Context: an optimization exercise on an open-source flow, tuned for small area, a short achievable clock period and few clock cycles per item. The choices shown serve that exercise and are no tape-out recipe. Where RTL was checked, it was by simulation tests only, not by an equivalence proof against the original.

==> exp/quartz: inputs <==
Design multiplier, start of the top module:
module multiplier #(MANT_BITS=23, EXP_BITS=8)(
	input wire clk,
	input wire reset_n,
	input wire input_valid,
	input logic [EXP_BITS+MANT_BITS:0] in_a,
	input logic [EXP_BITS+MANT_BITS:0] in_b,
	output logic [EXP_BITS+MANT_BITS:0] data_out,
	output logic output_valid
);
clock: 8.0 ns
lec_check: 0
cap_margin: 20
core_margin: 2
core_utilization: 65
setup_slack_margin: 2.3
slew_margin: 20
synth_hierarchical: 1
standard.sh (not shown) runs the stock make flow with config.mk's settings and CLKGATE_MAP_FILE= SYNTH_SCRIPT=/design/flow/synth_recipe.tcl, a recipe that flattens the netlist after the stock synthesis.
==> flow/flow/run.sh <==
#!/bin/bash
set -euo pipefail
export BUFFER_PORTS_ARGS="-buffer_cell sky130_fd_sc_hd__buf_4"
bash standard.sh > standard.log 2>&1
==> exp/nickel: changes against exp/quartz <==
--- a/flow/design.v
+++ b/flow/design.v
@@ -1549,18 +1549,18 @@
 	mul_fa us923 (pp310, s833, c832, s923, c924);
 	wire s925, c926;
 	mul_fa us925 (s835, pp311, c834, s925, c926);
 	wire s927, c928;
 	mul_fa us927 (pp336, pp312, c836, s927, c928);
-wire [18:0] lo_sum = {1'b0, {c866, c864, c862, c860, c858, c856, c854, c852, c850, c848, c846, c844, c842, c840, c838, pp3, pp2, neg0}} + {1'b0, {s867, s865, s863, s861, s859, s857, s855, s853, s851, s849, s847, s845, s843, s841, s839, s837, 1'b0, pp1}};
-logic [29:0] ra, rb;
+wire [16:0] lo_sum = {1'b0, {c862, c860, c858, c856, c854, c852, c850, c848, c846, c844, c842, c840, c838, pp3, pp2, neg0}} + {1'b0, {s863, s861, s859, s857, s855, s853, s851, s849, s847, s845, s843, s841, s839, s837, 1'b0, pp1}};
+logic [31:0] ra, rb;
 logic rc;
 logic sgn, inf_r, zero_r;
 always_ff @(posedge clk) begin
-	ra <= {s927, s925, s923, c920, c918, s917, c914, c912, c910, c908, s907, c904, c902, c900, c898, c896, c894, c892, c890, c888, c886, c884, c882, c880, c878, c876, c874, c872, c870, c868};
-	rb <= {c926, c924, c922, s921, s919, c916, s915, s913, s911, s909, c906, s905, s903, s901, s899, s897, s895, s893, s891, s889, s887, s885, s883, s881, s879, s877, s875, s873, s871, s869};
-	rc <= lo_sum[18];
+	ra <= {s927, s925, s923, c920, c918, s917, c914, c912, c910, c908, s907, c904, c902, c900, c898, c896, c894, c892, c890, c888, c886, c884, c882, c880, c878, c876, c874, c872, c870, c868, c866, c864};
+	rb <= {c926, c924, c922, s921, s919, c916, s915, s913, s911, s909, c906, s905, s903, s901, s899, s897, s895, s893, s891, s889, s887, s885, s883, s881, s879, s877, s875, s873, s871, s869, s867, s865};
+	rc <= lo_sum[16];
 	sgn <= in_a[31] ^ in_b[31];
 	inf_r <= (ea == 8'hff) || (eb == 8'hff) || (esum >= 10'd382);
 	zero_r <= (za && in_a[22:0] == 0) || (zb && in_b[22:0] == 0) || (esum < 10'd128);
 	if (st == IDLE) begin
 		e <= 9'(esum - 10'd127);
@@ -1580,15 +1580,15 @@
 			SHIFT: if (!shifting) st <= MUL;
 			default: st <= IDLE;
 		endcase
 	end
 end
-wire [30:0] ps = {ra, 1'b1} + {rb, rc};    
-wire [29:0] p = ps[30:1];                     
-wire p47 = p[29];
-wire p46 = p[28];
-wire [22:0] mo = p47 ? p[28:6] : p[27:5];
+wire [32:0] ps = {ra, 1'b1} + {rb, rc};    
+wire [31:0] p = ps[32:1];                     
+wire p47 = p[31];
+wire p46 = p[30];
+wire [22:0] mo = p47 ? p[30:8] : p[29:7];
 wire [7:0] e1 = e[7:0] + 8'd1;
 wire [7:0] eo = p47 ? e1 : (s126_r && !p46) ? 8'd0 : e[7:0];
 assign data_out = {sgn, inf_r ? {8'hff, 23'd0} : zero_r ? 31'd0 : {eo, mo}};
 endmodule
 module mul_fa(input a, input b, input c, output s, output co);
--- a/flow/config.mk
+++ b/flow/config.mk
@@ -6,8 +6,8 @@
 export NUM_CORES = 4
 export LEC_CHECK = 0
 export CAP_MARGIN = 20
 export CORE_MARGIN = 2
 export CORE_UTILIZATION = 65
-export SETUP_SLACK_MARGIN = 2.3
+export SETUP_SLACK_MARGIN = 2.2
 export SLEW_MARGIN = 20
 export SYNTH_HIERARCHICAL = 1
==> run_results.csv <==
group,metric,value,unit
status,status,"no timing/DRC/antenna violations",
final_layout,area_delta_synth_final,12.9,%
place,placedInstanceArea,0.0201,mm2
final_layout,fin_util,75.1,%
worst_setup_path,worstPathMaxFanout,12,
sta,rsz0062_at_grt,"false",
-- figures above: exp/nickel

==> run_results.csv <==
group,metric,value,unit
status,status,"no timing/DRC/antenna violations",
place,dp_worst_setup_slack,1.26,ns
final_layout,clkCellAreaFrac,1.44,%
sta,rsz0062_at_grt,"true",
floorplanning,start_util,66.2,%
sta,max_freq,176,MHz
final_layout,fin_util,77.1,%
final_layout,area_delta_synth_final,16.3,%
-- figures above: exp/quartz

Testbench counts of exp/nickel, summed over its fixed seeds: cycles 3,200, items 3,200.
Only the layout flow was run in exp/quartz; the RTL was not checked for function there.

* * *

==> inputs of exp/zinc <==
==> flow/design.v <==
module multiplier #(MANT_BITS=23, EXP_BITS=8)(
	input wire clk,
	input wire reset_n,
	input wire input_valid,
	input logic [EXP_BITS+MANT_BITS:0] in_a,
	input logic [EXP_BITS+MANT_BITS:0] in_b,
	output logic [EXP_BITS+MANT_BITS:0] data_out,
	output logic output_valid
);
logic [7:0] ea, eb;
logic za, zb;
logic [23:0] ma, mb;
logic [9:0] esum;           
logic [4:0] la, lb, k;
logic [8:0] cap;
logic [47:0] p;
logic [23:0] sa, sb;
logic inf, zero, s126;
logic [7:0] eo;
logic [22:0] mo;
assign ea = in_a[30:23];
assign eb = in_b[30:23];
assign za = (ea == 0);
assign zb = (eb == 0);
assign ma = {~za, in_a[22:0]};
assign mb = {~zb, in_b[22:0]};
assign esum = {2'b0, ea | {7'b0, za}} + {2'b0, eb | {7'b0, zb}};
always_comb begin
	la = 0;
	for (int i = 0; i < 24; i++) if (ma[i]) la = 5'(23 - i);
	lb = 0;
	for (int i = 0; i < 24; i++) if (mb[i]) lb = 5'(23 - i);
end
assign s126 = (esum == 128);
assign cap = s126 ? 9'd0 : 9'(esum - 126);    
assign k = 5'((za ? la : lb) > cap ? cap : (za ? la : lb));
assign sa = ma << (za ? k : 5'd0);
assign sb = mb << (za ? 5'd0 : k);
assign p = sa * sb;
assign inf = (ea == 8'hff) || (eb == 8'hff) || (esum >= 382);
assign zero = (za && in_a[22:0] == 0) || (zb && in_b[22:0] == 0) || (esum < 128);
assign eo = (s126 && !p[47] && !p[46]) ? 8'd0 : 8'(esum - 127 - k + p[47]);
assign mo = p[47] ? p[46:24] : p[45:23];
always_ff @(posedge clk) begin
	data_out[31] <= in_a[31] ^ in_b[31];
	data_out[30:0] <= inf ? {8'hff, 23'd0} : zero ? 31'd0 : {eo, mo};
end
always_ff @(posedge clk, negedge reset_n) begin
	if (!reset_n)
		output_valid <= 1'b0;
	else
		output_valid <= input_valid;
end
endmodule
==> flow/run.sh <==
#!/bin/bash
# synth_recipe.tcl (not shown) runs the flow's synth.tcl, then flattens the netlist and writes it again
# the make line also repeats each setting of config.mk as NAME=value (left out here)
make -C /OpenROAD-flow-scripts/flow DESIGN_CONFIG=/design/flow/config.mk WORK_HOME=/design/flow/orfs CLKGATE_MAP_FILE= SYNTH_SCRIPT=/design/flow/synth_recipe.tcl finish
==> flow/config.mk <==
export PLATFORM = sky130hd
export DESIGN_NAME = multiplier
export DESIGN_NICKNAME = multiplier
export VERILOG_FILES = /design/flow/design.v
export SDC_FILE = /design/flow/constraint.sdc
export NUM_CORES = 4
export LEC_CHECK = 0
export CAP_MARGIN = 20
export CORE_MARGIN = 2
export CORE_UTILIZATION = 40
export SLEW_MARGIN = 20
==> flow/constraint.sdc <==
create_clock -name core_clock -period 8.0 [get_ports {clk}]
set_input_delay 1.6000 -clock core_clock [delete_from_list [all_inputs] [get_ports {clk}]]
set_output_delay 1.6000 -clock core_clock [all_outputs]
set_load 0.01 [all_outputs]
==> exp/raven: changes against exp/zinc <==
==> flow/design.v (replaced) <==
module multiplier #(MANT_BITS=23, EXP_BITS=8)(
	input wire clk,
	input wire reset_n,
	input wire input_valid,
	input logic [EXP_BITS+MANT_BITS:0] in_a,
	input logic [EXP_BITS+MANT_BITS:0] in_b,
	output logic [EXP_BITS+MANT_BITS:0] data_out,
	output logic output_valid
);
enum logic [2:0]{
	WAIT 		= 3'b000,
	INIT 		= 3'b001,
	CALC_EXP 	= 3'b010,
	INC_EXP 	= 3'b011,
	OVERFLOW 	= 3'b100,
	DATA_OUT 	= 3'b101,
	CHECK		= 3'b110,
	CALC_MANT 	= 3'b111
} ps, ns;
logic [EXP_BITS+MANT_BITS:0] data_a;
logic [EXP_BITS+MANT_BITS:0] data_b;
logic [EXP_BITS:0] exp;  
logic [((MANT_BITS+1)*2)-1:0] mant;	 
wire exp_a_0;
wire exp_b_0;
wire need_to_shift;
logic signed [EXP_BITS+1:0] e1;  
logic signed [EXP_BITS+1:0] e2;	 
always_ff @ (posedge clk)
begin
	if(ps == WAIT)
		output_valid <= 0;
	else if(ps == INIT)
	begin
		data_a <= in_a;
		data_b <= in_b;
		exp <= 0;
		mant <= 0;
	end
	else if(ps == CALC_MANT)
	begin
		mant <= {exp_a_0,data_a[MANT_BITS-1:0]} * {exp_b_0,data_b[MANT_BITS-1:0]};
	end
	else if(ps == CALC_EXP)
	begin
		if(((e1 + e2) >= 2**(EXP_BITS-1)) || (e1 == 2**(EXP_BITS-1)) || (e2 == 2**(EXP_BITS-1)))
			exp <= 2**(EXP_BITS+1)-1;
		else if(mant == 0 && (data_a[EXP_BITS+MANT_BITS-1:MANT_BITS] == 0 || data_b[EXP_BITS+MANT_BITS-1:MANT_BITS] == 0))
			exp <= 0;
		else if(((e1+e2) > 2-2**(EXP_BITS-1)) && ((e1+e2) < 2**(EXP_BITS))) 
			exp <= e1 + e2 + 2**(EXP_BITS-1)-1;
		else if(((e1 + e2) == 2-2**(EXP_BITS-1)) && (mant[((MANT_BITS+1)*2)-1:((MANT_BITS+1)*2)-2] == 2'b00))
			exp <= 0;
		else if(((e1 + e2) == 2-2**(EXP_BITS-1)) && (mant[((MANT_BITS+1)*2)-1:((MANT_BITS+1)*2)-2] != 2'b00))
			exp <= 1;
		else
		begin
			exp <= 0;
			mant <= 0;
		end
		data_out[EXP_BITS+MANT_BITS] <= data_a[EXP_BITS+MANT_BITS] ^ data_b[EXP_BITS+MANT_BITS];
	end
	else if(ps == INC_EXP)
	begin
		if(mant[((MANT_BITS+1)*2)-1] == 1)
		begin
			exp <= exp + 1;
			mant <= mant >> 1;
		end
		else
		begin
			exp <= exp - 1;
			mant <= mant << 1;
		end
	end
	else if(ps == OVERFLOW)
	begin
		exp <= 2**(EXP_BITS)-1;
		mant <= 0;
	end
	else if(ps == DATA_OUT)
	begin
		data_out[EXP_BITS+MANT_BITS-1:0] <= {exp[EXP_BITS-1:0],mant[(MANT_BITS*2)-1:MANT_BITS]};
		output_valid <= 1;
	end
end
always_comb
begin
	if(data_a[EXP_BITS+MANT_BITS-1:MANT_BITS] != 0)
		e1 = data_a[EXP_BITS+MANT_BITS-1:MANT_BITS] - (2**(EXP_BITS-1)-1);
	else
		e1 = 2-2**(EXP_BITS-1);
end
always_comb
begin
	if(data_b[EXP_BITS+MANT_BITS-1:MANT_BITS] != 0)
		e2 = data_b[EXP_BITS+MANT_BITS-1:MANT_BITS] - (2**(EXP_BITS-1)-1);
	else
		e2 = 2-2**(EXP_BITS-1);
end
assign need_to_shift = ((mant[((MANT_BITS+1)*2)-1:((MANT_BITS+1)*2)-2] != 2'b01) && (exp[EXP_BITS-1:0] != 0)) || ((mant[((MANT_BITS+1)*2)-1:((MANT_BITS+1)*2)-2] != 2'b00) && (exp[EXP_BITS-1:0] == 0));
assign exp_a_0 = | data_a[EXP_BITS+MANT_BITS-1:MANT_BITS];
assign exp_b_0 = | data_b[EXP_BITS+MANT_BITS-1:MANT_BITS];
always_comb
begin
	case(ps)
		WAIT:
			if(input_valid)
				ns = INIT;
			else
				ns = WAIT;
		INIT:
			ns = CALC_MANT;
		CALC_MANT:
			ns = CALC_EXP;
		CALC_EXP:
			ns = CHECK;
		CHECK:
			if(need_to_shift && !exp[EXP_BITS])
				ns = INC_EXP;
			else if(exp[EXP_BITS])
				ns = OVERFLOW;
			else
				ns = DATA_OUT;
		INC_EXP:
			if(exp[EXP_BITS])
				ns = OVERFLOW;
			else if(need_to_shift && !exp[EXP_BITS] && !((mant[((MANT_BITS+1)*2)-1:((MANT_BITS+1)*2)-3] == 3'b001) || (mant[((MANT_BITS+1)*2)-1] == 1)))
				ns = INC_EXP;
			else
				ns = DATA_OUT;
		OVERFLOW:
			ns = DATA_OUT;
		DATA_OUT:	
			ns = WAIT;
	endcase
end
always_ff @ (posedge clk, negedge reset_n)
begin
	if(!reset_n)
		ps <= WAIT;
	else
		ps <= ns;
end
endmodule
==> notes.md <==
quantity	exp/raven	exp/zinc
Met2 track demand over resource in global routing	37.7%	48.6%
Nets@finish	3525	4356
Area growth from synthesis to final layout	10.5%	40.7%
Crit-path slowest cell	sky130_fd_sc_hd__edfxtp_1	sky130_fd_sc_hd__fa_1
Worst Setup EP	mant[47]	data_out[30]
Mean area per synthesized cell	9.66 um^2	8.14 um^2
Sequential share of the synthesized area	17.9%	2.85%
Share of synthesized area spent on multiplexers	1.74%	5.09%
Final-report setup violation count	0	31
Mapped cell area	26300 um^2	23300 um^2
Met1 Wirelength	28.6 mm	35.5 mm
Inserted tap cell count	855	765
Status	complete, no violations	complete, but fails checks
Violated checks	-	setup timing
Number of core rows	93	88
CTS Buf Count	17	5
Iteration-0 DRC Markers	1264	1466
Slack of the critical path	0.366 ns	-6.42 ns
Layout cell share with drive strength beyond 1	5.09%	30.5%
Fraction of registers with async set/reset	1.91%	3.03%
Layout filler cell count	6217	5241
Area of the multi-input gates	19100 um^2	21600 um^2
No functional check of the RTL was part of any run of this note.

-- afterwards: timing with drivers on the ports --
How much do the figures lean on ideal ports? The routed layouts below were timed once more, with nothing changed but the port constraints.
Step 1 sets driving cells, clkbuf_16 on the clock port and buf_2 on the other inputs (assumed; they add their load-dependent delay and slew).
Step 2 adds t to the input delays and takes it off the output delays; t is the mean of the earliest and latest rising clock arrival at the registers after step 1. Input paths then give back, and output paths get back, about the clock's delay inside the block.
Three values: ideal ports, drivers, drivers and shift; two values: the first two.
run | t, ns | setup WS [ns] | worst setup path after step 2
exp/quartz | 0.424 | 2.305 / 2.335 / 1.910 | input to register
exp/nickel | 0.412 | 2.272 / 2.299 / 1.887 | input to register
exp/zinc | 0.306 | -6.419 / -6.419 / -6.725 | input to register
exp/raven | 0.556 | 0.366 / 0.366 / 0.366 | register to register
For exp/quartz, which loses most, drivers alone change the setup slack by +0.030 ns; drivers and shift together by -0.395 ns.
